Background: an optimization exercise with open tools, aiming at small area and a short achievable clock period. Do not read the settings as production practice.
At most, simulation tests tie the RTL to the original design; equivalence was not proved.
Power is estimated from default activity; no workload was simulated.

==> inputs of onyx <==
Design FPU, start of the top module:
module FPU(
    input clk,
    input [31:0] A,
    input [31:0] B,
    input [2:0] OPC,
    output [31:0] OUT,
    output AEB,
    output ALB,
    output AGB
    );
export LEC_CHECK = 0
export CAP_MARGIN = 20
export CORE_MARGIN = 2
export CORE_UTILIZATION = 40
export SETUP_SLACK_MARGIN = 5
export SLEW_MARGIN = 20
create_clock -name core_clock -period 13.0 [get_ports {clk}]
run.sh (not shown) runs the stock make flow with config.mk's settings and CLKGATE_MAP_FILE= SYNTH_SCRIPT=/design/flow/synth_recipe.tcl, a recipe that flattens the netlist after the stock synthesis.
==> inputs of lagoon, as changes to onyx <==
Settings changed: SETUP_SLACK_MARGIN 5 to 4.
==> inputs of sierra, as changes to onyx <==
Settings changed: SETUP_SLACK_MARGIN 5 to not set.
==> results.ini <==
[timing]
max_slew_margin_pct = 24.38

[layout]
final-nonclk-buf-share_pct = 5.558
nMultiInputCombCells = 3023

[grt]
grt_util_met2_pct = 50.05
grt_max_degree = 51
grt_pass1_vias = 27784

[outcome]
status = no timing/DRC/antenna violations

[placement]
place_congestion = 1.002

The numbers above come from sierra.

==> results.ini <==
[grt]
grt_util_met2_pct = 51.28
grt_max_degree = 52
busiest_layer = met2
grt_pass1_vias = 28728

[timing]
max_slew_margin_pct = 20.99

[synth]
synth.mux.area_fraction_pct = 4.750
synth-xor-area-share_pct = 11.00

[route]
wl_um = 126800

[layout]
final-nonclk-buf-share_pct = 8.513
nMultiInputCombCells = 3029

[outcome]
status = no timing/DRC/antenna violations

[placement]
place_congestion = 1.014

The numbers above come from onyx.

==> results.ini <==
[outcome]
status = no timing/DRC/antenna violations

[layout]
final-nonclk-buf-share_pct = 5.841
seq_cells = 65
nMultiInputCombCells = 3026

[grt]
grt_max_degree = 51
grt_use_met1_pct = 42.32
grt_util_met2_pct = 50.16
busiest_layer = met2
grt-ovfl-total = 0
grt_pass1_vias = 27877

[synth]
async_reset_ff_share_pct = 0
ys_top_cells_by_area = fa_1 (20%), ha_1 (11%), xnor2_1 (9.6%), o21ai_0 (6.3%), nand2_1 (5.5%)

[floorplan]
start_util_pct = 40.31

[timing]
max_slew_margin_pct = 26.60

[pwr]
power_leader = combinational logic

[placement]
place_congestion = 1.002

[clock_tree]
postCtsHoldBufs = 0

The numbers above come from lagoon.

Function was not checked in any run of this note: the RTL went through the layout flow alone.

---

==> inputs of run K <==
Another version of the RTL of FPU (not shown whole).
export LEC_CHECK = 0
export CAP_MARGIN = 20
export CORE_MARGIN = 2
export CORE_UTILIZATION = 40
export SETUP_SLACK_MARGIN = 5
export SLEW_MARGIN = 20
create_clock -name core_clock -period 13.0 [get_ports {clk}]
standard.sh (not shown) runs the stock make flow with config.mk's settings and CLKGATE_MAP_FILE= SYNTH_SCRIPT=/design/flow/synth_recipe.tcl, a recipe that flattens the netlist after the stock synthesis.
==> flow/flow/run.sh <==
#!/bin/bash
set -euo pipefail
bash standard.sh SETUP_SLACK_MARGIN=7 finish > layout.log 2>&1
==> run P: changes against run K <==
--- a/flow/design.v
+++ b/flow/design.v
@@ -16,76 +16,51 @@
 module ieeesub_pre(
     input sub,
     input [31:0] A,
     input [31:0] B,
     input gt,
     input eq,
-    output [56:0] st,
-    output near
+    output [34:0] st
     );
 wire bs = B[31] ^ sub;
 wire [22:0] mxm = gt ? A[22:0] : B[22:0];
-wire [22:0] mnm = gt ? B[22:0] : A[22:0];
 wire [7:0] mxe = gt ? A[30:23] : B[30:23];
 wire sign = gt ? A[31] : bs;
 wire effsub = (A[31] ^ bs) & ~eq;
-wire [8:0] dab = {1'b0, A[30:23]} - {1'b0, B[30:23]};
+wire [7:0] dab = A[30:23] - B[30:23];
 wire [7:0] dba = B[30:23] - A[30:23];
-wire [7:0] ediff = dab[8] ? dba : dab[7:0];
-assign near = effsub & (ediff[7:1] == 7'd0);
-wire far = ({1'b0, A[30:23]} >= {1'b0, B[30:23]} + 9'd24) |
-           ({1'b0, B[30:23]} >= {1'b0, A[30:23]} + 9'd24);
-wire [23:0] t0 = ediff[0] ? {1'b0, 1'b1, mnm[22:1]} : {1'b1, mnm};
-wire [23:0] t1 = ediff[1] ? {2'b0, t0[23:2]} : t0;
-wire [23:0] t2 = ediff[2] ? {4'b0, t1[23:4]} : t1;
-wire [23:0] t3 = ediff[3] ? {8'b0, t2[23:8]} : t2;
-wire [23:0] t4 = ediff[4] ? {16'b0, t3[23:16]} : t3;
-wire [23:0] sm = far ? 24'd0 : t4;
-wire [23:0] nm = (A[23] ^ B[23]) ? {1'b0, 1'b1, mnm[22:1]} : {1'b1, mnm};
-wire [23:0] ns;
-wire ns_co;
-as_sub24 nsub({1'b1, mxm}, ~nm, 1'b1, ns, ns_co);
-assign st = near ? {sign, mxe, 24'd0, ns}
-                 : {sign, mxe, effsub, sm ^ {24{effsub}}, mxm};
-endmodule
-module ieeesub_post_far(
-    input [56:0] st,
-    output [31:0] out
-    );
-wire [22:0] x = st[22:0];
-wire [23:0] y = st[46:23];
-wire effsub = st[47];
-wire [7:0] e = st[55:48];
-wire sign = st[56];
+wire [23:0] sb, sa;
+align al_b({1'b1, B[22:0]}, dab, effsub, sb);
+align al_a({1'b1, A[22:0]}, dba, effsub, sa);
+wire [23:0] smx = gt ? sb : sa;
+wire [24:0] mb = {2'b01, mxm};
 wire [24:0] s;
 wire s_co;
-as_add25 ad({2'b01, x}, {effsub, y}, effsub, s, s_co);
-wire [22:0] m = effsub ? (s[23] ? s[22:0] : {s[21:0], 1'b0})
-                       : (s[24] ? s[23:1] : s[22:0]);
-wire [7:0] ep = e + 8'd1;
-wire [7:0] em = e - 8'd1;
-wire [7:0] eo = effsub ? (s[23] ? e : em) : (s[24] ? ep : e);
-assign out = {sign, eo, m};
+as_add25 ad(mb, {effsub, smx}, effsub, s, s_co);
+assign st = {effsub, sign, mxe, s};
 endmodule
-module ieeesub_post_near(
-    input [56:0] st,
+module ieeesub_post(
+    input [34:0] st,
     output [31:0] out
     );
-wire [23:0] s = st[23:0];
-wire [7:0] e = st[55:48];
-wire sign = st[56];
+wire [24:0] s = st[24:0];
+wire [7:0] e = st[32:25];
+wire sign = st[33];
+wire effsub = st[34];
+wire [22:0] am = s[24] ? s[23:1] : s[22:0];
+wire [7:0]  ae = e + {7'd0, s[24]};
 reg [4:0] lz;
 integer i;
 always @* begin
     lz = 5'd0;
     for (i = 1; i <= 23; i = i + 1)
         if (s[i]) lz = 5'd23 - i[4:0];
 end
-wire [23:0] sl = s << lz;
+wire [23:0] sl = s[23:0] << lz;
 wire [7:0]  se = e - {3'd0, lz};
-assign out = {sign, se, sl[22:0]};
+assign out = effsub ? {sign, se, sl[22:0]} : {sign, ae, am};
 endmodule
 module as_add25(input [24:0] x, input [24:0] y, input ci, output [24:0] s, output co);
 wire a_g0_0 = x[0] & y[0];
 wire a_p0_0 = x[0] ^ y[0];
 wire a_g1_1 = x[1] & y[1];
 wire a_p1_1 = x[1] ^ y[1];
@@ -269,192 +244,27 @@
 wire a_s22 = a_p22_22 ^ a_G51;
 wire a_s23 = a_p23_23 ^ a_G52;
 wire a_s24 = a_p24_24 ^ a_G53;
 assign s = {a_s24, a_s23, a_s22, a_s21, a_s20, a_s19, a_s18, a_s17, a_s16, a_s15, a_s14, a_s13, a_s12, a_s11, a_s10, a_s9, a_s8, a_s7, a_s6, a_s5, a_s4, a_s3, a_s2, a_s1, a_s0};
 assign co = a_G54;
 endmodule
-module as_sub24(input [23:0] x, input [23:0] y, input ci, output [23:0] s, output co);
-wire a_g0_0 = x[0] & y[0];
-wire a_p0_0 = x[0] ^ y[0];
-wire a_g1_1 = x[1] & y[1];
-wire a_p1_1 = x[1] ^ y[1];
-wire a_g2_2 = x[2] & y[2];
-wire a_p2_2 = x[2] ^ y[2];
-wire a_g3_3 = x[3] & y[3];
-wire a_p3_3 = x[3] ^ y[3];
-wire a_g4_4 = x[4] & y[4];
-wire a_p4_4 = x[4] ^ y[4];
-wire a_g5_5 = x[5] & y[5];
-wire a_p5_5 = x[5] ^ y[5];
-wire a_g6_6 = x[6] & y[6];
-wire a_p6_6 = x[6] ^ y[6];
-wire a_g7_7 = x[7] & y[7];
-wire a_p7_7 = x[7] ^ y[7];
-wire a_g8_8 = x[8] & y[8];
-wire a_p8_8 = x[8] ^ y[8];
-wire a_g9_9 = x[9] & y[9];
-wire a_p9_9 = x[9] ^ y[9];
-wire a_g10_10 = x[10] & y[10];
-wire a_p10_10 = x[10] ^ y[10];
-wire a_g11_11 = x[11] & y[11];
-wire a_p11_11 = x[11] ^ y[11];
-wire a_g12_12 = x[12] & y[12];
-wire a_p12_12 = x[12] ^ y[12];
-wire a_g13_13 = x[13] & y[13];
-wire a_p13_13 = x[13] ^ y[13];
-wire a_g14_14 = x[14] & y[14];
-wire a_p14_14 = x[14] ^ y[14];
-wire a_g15_15 = x[15] & y[15];
-wire a_p15_15 = x[15] ^ y[15];
-wire a_g16_16 = x[16] & y[16];
-wire a_p16_16 = x[16] ^ y[16];
-wire a_g17_17 = x[17] & y[17];
-wire a_p17_17 = x[17] ^ y[17];
-wire a_g18_18 = x[18] & y[18];
-wire a_p18_18 = x[18] ^ y[18];
-wire a_g19_19 = x[19] & y[19];
-wire a_p19_19 = x[19] ^ y[19];
-wire a_g20_20 = x[20] & y[20];
-wire a_p20_20 = x[20] ^ y[20];
-wire a_g21_21 = x[21] & y[21];
-wire a_p21_21 = x[21] ^ y[21];
-wire a_g22_22 = x[22] & y[22];
-wire a_p22_22 = x[22] ^ y[22];
-wire a_g23_23 = x[23] & y[23];
-wire a_p23_23 = x[23] ^ y[23];
-wire a_g0c = a_g0_0 | (a_p0_0 & ci);
-wire a_G1 = a_g1_1 | (a_p1_1 & a_g0c);
-wire a_P1 = a_p1_1 & a_p0_0;
-wire a_G2 = a_g3_3 | (a_p3_3 & a_g2_2);
-wire a_P2 = a_p3_3 & a_p2_2;
-wire a_G3 = a_g5_5 | (a_p5_5 & a_g4_4);
-wire a_P3 = a_p5_5 & a_p4_4;
-wire a_G4 = a_g7_7 | (a_p7_7 & a_g6_6);
-wire a_P4 = a_p7_7 & a_p6_6;
-wire a_G5 = a_g9_9 | (a_p9_9 & a_g8_8);
-wire a_P5 = a_p9_9 & a_p8_8;
-wire a_G6 = a_g11_11 | (a_p11_11 & a_g10_10);
-wire a_P6 = a_p11_11 & a_p10_10;
-wire a_G7 = a_g13_13 | (a_p13_13 & a_g12_12);
-wire a_P7 = a_p13_13 & a_p12_12;
-wire a_G8 = a_g15_15 | (a_p15_15 & a_g14_14);
-wire a_P8 = a_p15_15 & a_p14_14;
-wire a_G9 = a_g17_17 | (a_p17_17 & a_g16_16);
-wire a_P9 = a_p17_17 & a_p16_16;
-wire a_G10 = a_g19_19 | (a_p19_19 & a_g18_18);
-wire a_P10 = a_p19_19 & a_p18_18;
-wire a_G11 = a_g21_21 | (a_p21_21 & a_g20_20);
-wire a_P11 = a_p21_21 & a_p20_20;
-wire a_G12 = a_g23_23 | (a_p23_23 & a_g22_22);
-wire a_P12 = a_p23_23 & a_p22_22;
-wire a_G13 = a_g2_2 | (a_p2_2 & a_G1);
-wire a_P13 = a_p2_2 & a_P1;
-wire a_G14 = a_G2 | (a_P2 & a_G1);
-wire a_P14 = a_P2 & a_P1;
-wire a_G15 = a_g6_6 | (a_p6_6 & a_G3);
-wire a_P15 = a_p6_6 & a_P3;
-wire a_G16 = a_G4 | (a_P4 & a_G3);
-wire a_P16 = a_P4 & a_P3;
-wire a_G17 = a_g10_10 | (a_p10_10 & a_G5);
-wire a_P17 = a_p10_10 & a_P5;
-wire a_G18 = a_G6 | (a_P6 & a_G5);
-wire a_P18 = a_P6 & a_P5;
-wire a_G19 = a_g14_14 | (a_p14_14 & a_G7);
-wire a_P19 = a_p14_14 & a_P7;
-wire a_G20 = a_G8 | (a_P8 & a_G7);
-wire a_P20 = a_P8 & a_P7;
-wire a_G21 = a_g18_18 | (a_p18_18 & a_G9);
-wire a_P21 = a_p18_18 & a_P9;
-wire a_G22 = a_G10 | (a_P10 & a_G9);
-wire a_P22 = a_P10 & a_P9;
-wire a_G23 = a_g22_22 | (a_p22_22 & a_G11);
-wire a_P23 = a_p22_22 & a_P11;
-wire a_G24 = a_G12 | (a_P12 & a_G11);
-wire a_P24 = a_P12 & a_P11;
-wire a_G25 = a_g4_4 | (a_p4_4 & a_G14);
-wire a_P25 = a_p4_4 & a_P14;
-wire a_G26 = a_G3 | (a_P3 & a_G14);
-wire a_P26 = a_P3 & a_P14;
-wire a_G27 = a_G15 | (a_P15 & a_G14);
-wire a_P27 = a_P15 & a_P14;
-wire a_G28 = a_G16 | (a_P16 & a_G14);
-wire a_P28 = a_P16 & a_P14;
-wire a_G29 = a_g12_12 | (a_p12_12 & a_G18);
-wire a_P29 = a_p12_12 & a_P18;
-wire a_G30 = a_G7 | (a_P7 & a_G18);
-wire a_P30 = a_P7 & a_P18;
-wire a_G31 = a_G19 | (a_P19 & a_G18);
-wire a_P31 = a_P19 & a_P18;
-wire a_G32 = a_G20 | (a_P20 & a_G18);
-wire a_P32 = a_P20 & a_P18;
-wire a_G33 = a_g20_20 | (a_p20_20 & a_G22);
-wire a_P33 = a_p20_20 & a_P22;
-wire a_G34 = a_G11 | (a_P11 & a_G22);
-wire a_P34 = a_P11 & a_P22;
-wire a_G35 = a_G23 | (a_P23 & a_G22);
-wire a_P35 = a_P23 & a_P22;
-wire a_G36 = a_G24 | (a_P24 & a_G22);
-wire a_P36 = a_P24 & a_P22;
-wire a_G37 = a_g8_8 | (a_p8_8 & a_G28);
-wire a_P37 = a_p8_8 & a_P28;
-wire a_G38 = a_G5 | (a_P5 & a_G28);
-wire a_P38 = a_P5 & a_P28;
-wire a_G39 = a_G17 | (a_P17 & a_G28);
-wire a_P39 = a_P17 & a_P28;
-wire a_G40 = a_G18 | (a_P18 & a_G28);
-wire a_P40 = a_P18 & a_P28;
-wire a_G41 = a_G29 | (a_P29 & a_G28);
-wire a_P41 = a_P29 & a_P28;
-wire a_G42 = a_G30 | (a_P30 & a_G28);
-wire a_P42 = a_P30 & a_P28;
-wire a_G43 = a_G31 | (a_P31 & a_G28);
-wire a_P43 = a_P31 & a_P28;
-wire a_G44 = a_G32 | (a_P32 & a_G28);
-wire a_P44 = a_P32 & a_P28;
-wire a_G45 = a_g16_16 | (a_p16_16 & a_G44);
-wire a_P45 = a_p16_16 & a_P44;
-wire a_G46 = a_G9 | (a_P9 & a_G44);
-wire a_P46 = a_P9 & a_P44;
-wire a_G47 = a_G21 | (a_P21 & a_G44);
-wire a_P47 = a_P21 & a_P44;
-wire a_G48 = a_G22 | (a_P22 & a_G44);
-wire a_P48 = a_P22 & a_P44;
-wire a_G49 = a_G33 | (a_P33 & a_G44);
-wire a_P49 = a_P33 & a_P44;
-wire a_G50 = a_G34 | (a_P34 & a_G44);
-wire a_P50 = a_P34 & a_P44;
-wire a_G51 = a_G35 | (a_P35 & a_G44);
-wire a_P51 = a_P35 & a_P44;
-wire a_G52 = a_G36 | (a_P36 & a_G44);
-wire a_P52 = a_P36 & a_P44;
-wire a_s0 = a_p0_0 ^ ci;
-wire a_s1 = a_p1_1 ^ a_g0c;
-wire a_s2 = a_p2_2 ^ a_G1;
-wire a_s3 = a_p3_3 ^ a_G13;
-wire a_s4 = a_p4_4 ^ a_G14;
-wire a_s5 = a_p5_5 ^ a_G25;
-wire a_s6 = a_p6_6 ^ a_G26;
-wire a_s7 = a_p7_7 ^ a_G27;
-wire a_s8 = a_p8_8 ^ a_G28;
-wire a_s9 = a_p9_9 ^ a_G37;
-wire a_s10 = a_p10_10 ^ a_G38;
-wire a_s11 = a_p11_11 ^ a_G39;
-wire a_s12 = a_p12_12 ^ a_G40;
-wire a_s13 = a_p13_13 ^ a_G41;
-wire a_s14 = a_p14_14 ^ a_G42;
-wire a_s15 = a_p15_15 ^ a_G43;
-wire a_s16 = a_p16_16 ^ a_G44;
-wire a_s17 = a_p17_17 ^ a_G45;
-wire a_s18 = a_p18_18 ^ a_G46;
-wire a_s19 = a_p19_19 ^ a_G47;
-wire a_s20 = a_p20_20 ^ a_G48;
-wire a_s21 = a_p21_21 ^ a_G49;
-wire a_s22 = a_p22_22 ^ a_G50;
-wire a_s23 = a_p23_23 ^ a_G51;
-assign s = {a_s23, a_s22, a_s21, a_s20, a_s19, a_s18, a_s17, a_s16, a_s15, a_s14, a_s13, a_s12, a_s11, a_s10, a_s9, a_s8, a_s7, a_s6, a_s5, a_s4, a_s3, a_s2, a_s1, a_s0};
-assign co = a_G52;
+module align(
+    input [23:0] x,
+    input [7:0] d,
+    input inv,
+    output [23:0] y
+    );
+wire [23:0] xi = x ^ {24{inv}};
+wire [23:0] f = {24{inv}};
+wire [23:0] t0 = d[0] ? {f[0],    xi[23:1]}  : xi;
+wire [23:0] t1 = d[1] ? {f[1:0],  t0[23:2]}  : t0;
+wire [23:0] t2 = d[2] ? {f[3:0],  t1[23:4]}  : t1;
+wire [23:0] t3 = d[3] ? {f[7:0],  t2[23:8]}  : t2;
+wire [23:0] t4 = d[4] ? {f[15:0], t3[23:16]} : t3;
+wire out_all = (d[7:5] != 3'd0) | (d[4] & d[3]);
+assign y = out_all ? f : t4;
 endmodule
 module mul_tree(input [23:0] a, input [23:0] b, output [47:0] r0, output [47:0] r1);
 wire w1 = (b[1] & ~b[0]);
 wire w2 = ((b[0] & a[0]) ^ b[1]);
 wire w3 = (((b[0] & a[1]) | (w1 & a[0])) ^ b[1]);
 wire w4 = (((b[0] & a[2]) | (w1 & a[1])) ^ b[1]);
@@ -1939,14 +1749,13 @@
 assign ceq = same & eq;
 assign cgt = same ? (~eq & (lt ^ A[31])) : ~A[31];
 assign clt = same ? (~eq & ~(lt ^ A[31])) : A[31];
 endmodule
 module finalmux_pre(
     input [2:0] opc,
-    input [56:0] st_as,
-    input as_near,
+    input [34:0] st_as,
     input [59:0] st_mul,
     input mul_zero,
     input [31:0] div_r,
     input ceq,
     input clt,
     input cgt,
@@ -1955,41 +1764,33 @@
     output [2:0] flg
     );
 always @* begin
     st = 60'd0;
     tag = 2'd0;
     case (opc)
-        3'd0, 3'd1: begin st = {3'd0, st_as}; tag = as_near ? 2'd3 : 2'd2; end
+        3'd0, 3'd1: begin st = {25'd0, st_as}; tag = 2'd2; end
         3'd2: if (!mul_zero) begin st = st_mul; tag = 2'd1; end
         3'd3: st = {28'd0, div_r};
         default: ;
     endcase
 end
 wire is_cmp = (opc == 3'd4);
 assign flg = {is_cmp & ceq, is_cmp & clt, is_cmp & cgt};
 endmodule
 module finalmux_post(
     input [1:0] tag,
     input [31:0] st_lo,
     input [31:0] p_mul,
-    input [31:0] p_far,
-    input [31:0] p_near,
+    input [31:0] p_as,
     input [2:0] flg,
-    output reg [31:0] out,
+    output [31:0] out,
     output aeb,
     output alb,
     output agb
     );
-always @* begin
-    case (tag)
-        2'd0: out = st_lo;
-        2'd1: out = p_mul;
-        2'd2: out = p_far;
-        default: out = p_near;
-    endcase
-end
+assign out = tag[0] ? p_mul : (tag[1] ? p_as : st_lo);
 assign {aeb, alb, agb} = flg;
 endmodule
 module FPU(
     input clk,
     input [31:0] A,
     input [31:0] B,
@@ -1999,25 +1800,23 @@
     output ALB,
     output AGB
     );
 wire gt, eq;
 wire ceq, clt, cgt;
 wire [59:0] st_mul;
-wire [56:0] st_as;
-wire as_near;
+wire [34:0] st_as;
 wire [31:0] o_div;
 wire mul_zero;
 wire [59:0] d_st, q_st;
 wire [1:0] d_tag, q_tag;
 wire [2:0] d_flg, q_flg;
-wire [31:0] p_mul, p_far, p_near;
+wire [31:0] p_mul, p_as;
 ieecomp      x6(A, B, gt, eq, ceq, clt, cgt);
-ieeesub_pre  x2(OPC[0], A, B, gt, eq, st_as, as_near);
+ieeesub_pre  x2(OPC[0], A, B, gt, eq, st_as);
 ieeemul_pre  x4(A, B, st_mul, mul_zero);
 ieeedivision x5(A, B, o_div);
-finalmux_pre x7(OPC, st_as, as_near, st_mul, mul_zero, o_div, ceq, clt, cgt, d_st, d_tag, d_flg);
+finalmux_pre x7(OPC, st_as, st_mul, mul_zero, o_div, ceq, clt, cgt, d_st, d_tag, d_flg);
 control      x1(clk, d_st, d_tag, d_flg, q_st, q_tag, q_flg);
 ieeemul_post x8(q_st, p_mul);
-ieeesub_post_far  x9(q_st[56:0], p_far);
-ieeesub_post_near x11(q_st[56:0], p_near);
-finalmux_post x10(q_tag, q_st[31:0], p_mul, p_far, p_near, q_flg, OUT, AEB, ALB, AGB);
+ieeesub_post x9(q_st[34:0], p_as);
+finalmux_post x10(q_tag, q_st[31:0], p_mul, p_as, q_flg, OUT, AEB, ALB, AGB);
 endmodule
==> flow/flow/run.sh (replaced) <==
#!/bin/bash
# Standard layout (the standard.sh: standard synthesis, floorplan, place,
# CTS, route, finish) with two changes to how timing is repaired:
#  - port buffers are buf_2 cells instead of the slow delay-buffer cell the
#    resizer picks by default (every input and output still gets a buffer);
#  - timing repair aims at 5 ns of setup slack.
# The design is still laid out and signed off at the design's clock period.
# make's full output goes to layout.log; each ORFS step logs under orfs/logs.
set -euo pipefail
bash standard.sh SETUP_SLACK_MARGIN=5 \
  "BUFFER_PORTS_ARGS=-buffer_cell sky130_fd_sc_hd__buf_2" finish > layout.log 2>&1
==> run notes <==
Outcome: run P complete, no violations; run K complete, no violations
Area of the mapped netlist: run P 26450 µm²; run K 27160 µm²
Post-synthesis cell count: run P 3410; run K 3558
Quantity of gates resized following cts: run P 43; run K 850
Unique masters post-synth: run P 93; run K 90
Via count of the first global-routing pass: run P 24341; run K 28787
Fraction of standard cell area in multi-input logic: run P 0.8022; run K 0.7177
Core region area: run P 65630 µm²; run K 67160 µm²
Instance area at placement: run P 27550 µm²; run K 29520 µm²
WP data required: run P 13180 ps; run K 13220 ps
Placed Cells incl. Taps: run P 4178; run K 4377
Total power divided by cell area: run P 206.3 nW/µm²; run K 199.6 nW/µm²
Fraction of layout cells with a size suffix above 1: run P 0.09836; run K 0.2431
Register area: run P 1301 µm²; run K 1335 µm²
Share of the synthesized netlist area taken by xor and xnor gates: run P 0.1228; run K 0.1161

what the ideal ports hide:
The results above use ideal ports. As a check the final layouts listed here were re-extracted and re-timed, cells and wires unchanged.
Step 1 assumes that a clkbuf_16 drives the clock port and a buf_2 every other input.
Step 2, shift: input delay + t, output delay - t, t = (earliest + latest rising clock arrival at the registers) / 2. This alone moves slack from input paths to output paths.
Slacks: ideal ports / drivers / drivers and shift; pairs: ideal ports / drivers.
| run | shift t [ns] | setup WS [ns] | worst setup path after step 2 |
|---|---|---|---|
| onyx | 0.385 | 5.093 / 5.123 / 4.738 | input to register |
| lagoon | 0.394 | 4.112 / 4.129 / 3.736 | input to register |
| sierra | 0.388 | 3.080 / 3.096 / 2.708 | input to register |
| run K | 0.369 | 5.513 / 5.407 / 5.038 | input to register |
| run P | 0.391 | 5.208 / 5.227 / 4.836 | input to register |
After both steps every run listed still meets setup and hold. The setup slack of run K, which loses most, moves by -0.106 ns with the drivers and by -0.475 ns with both steps.
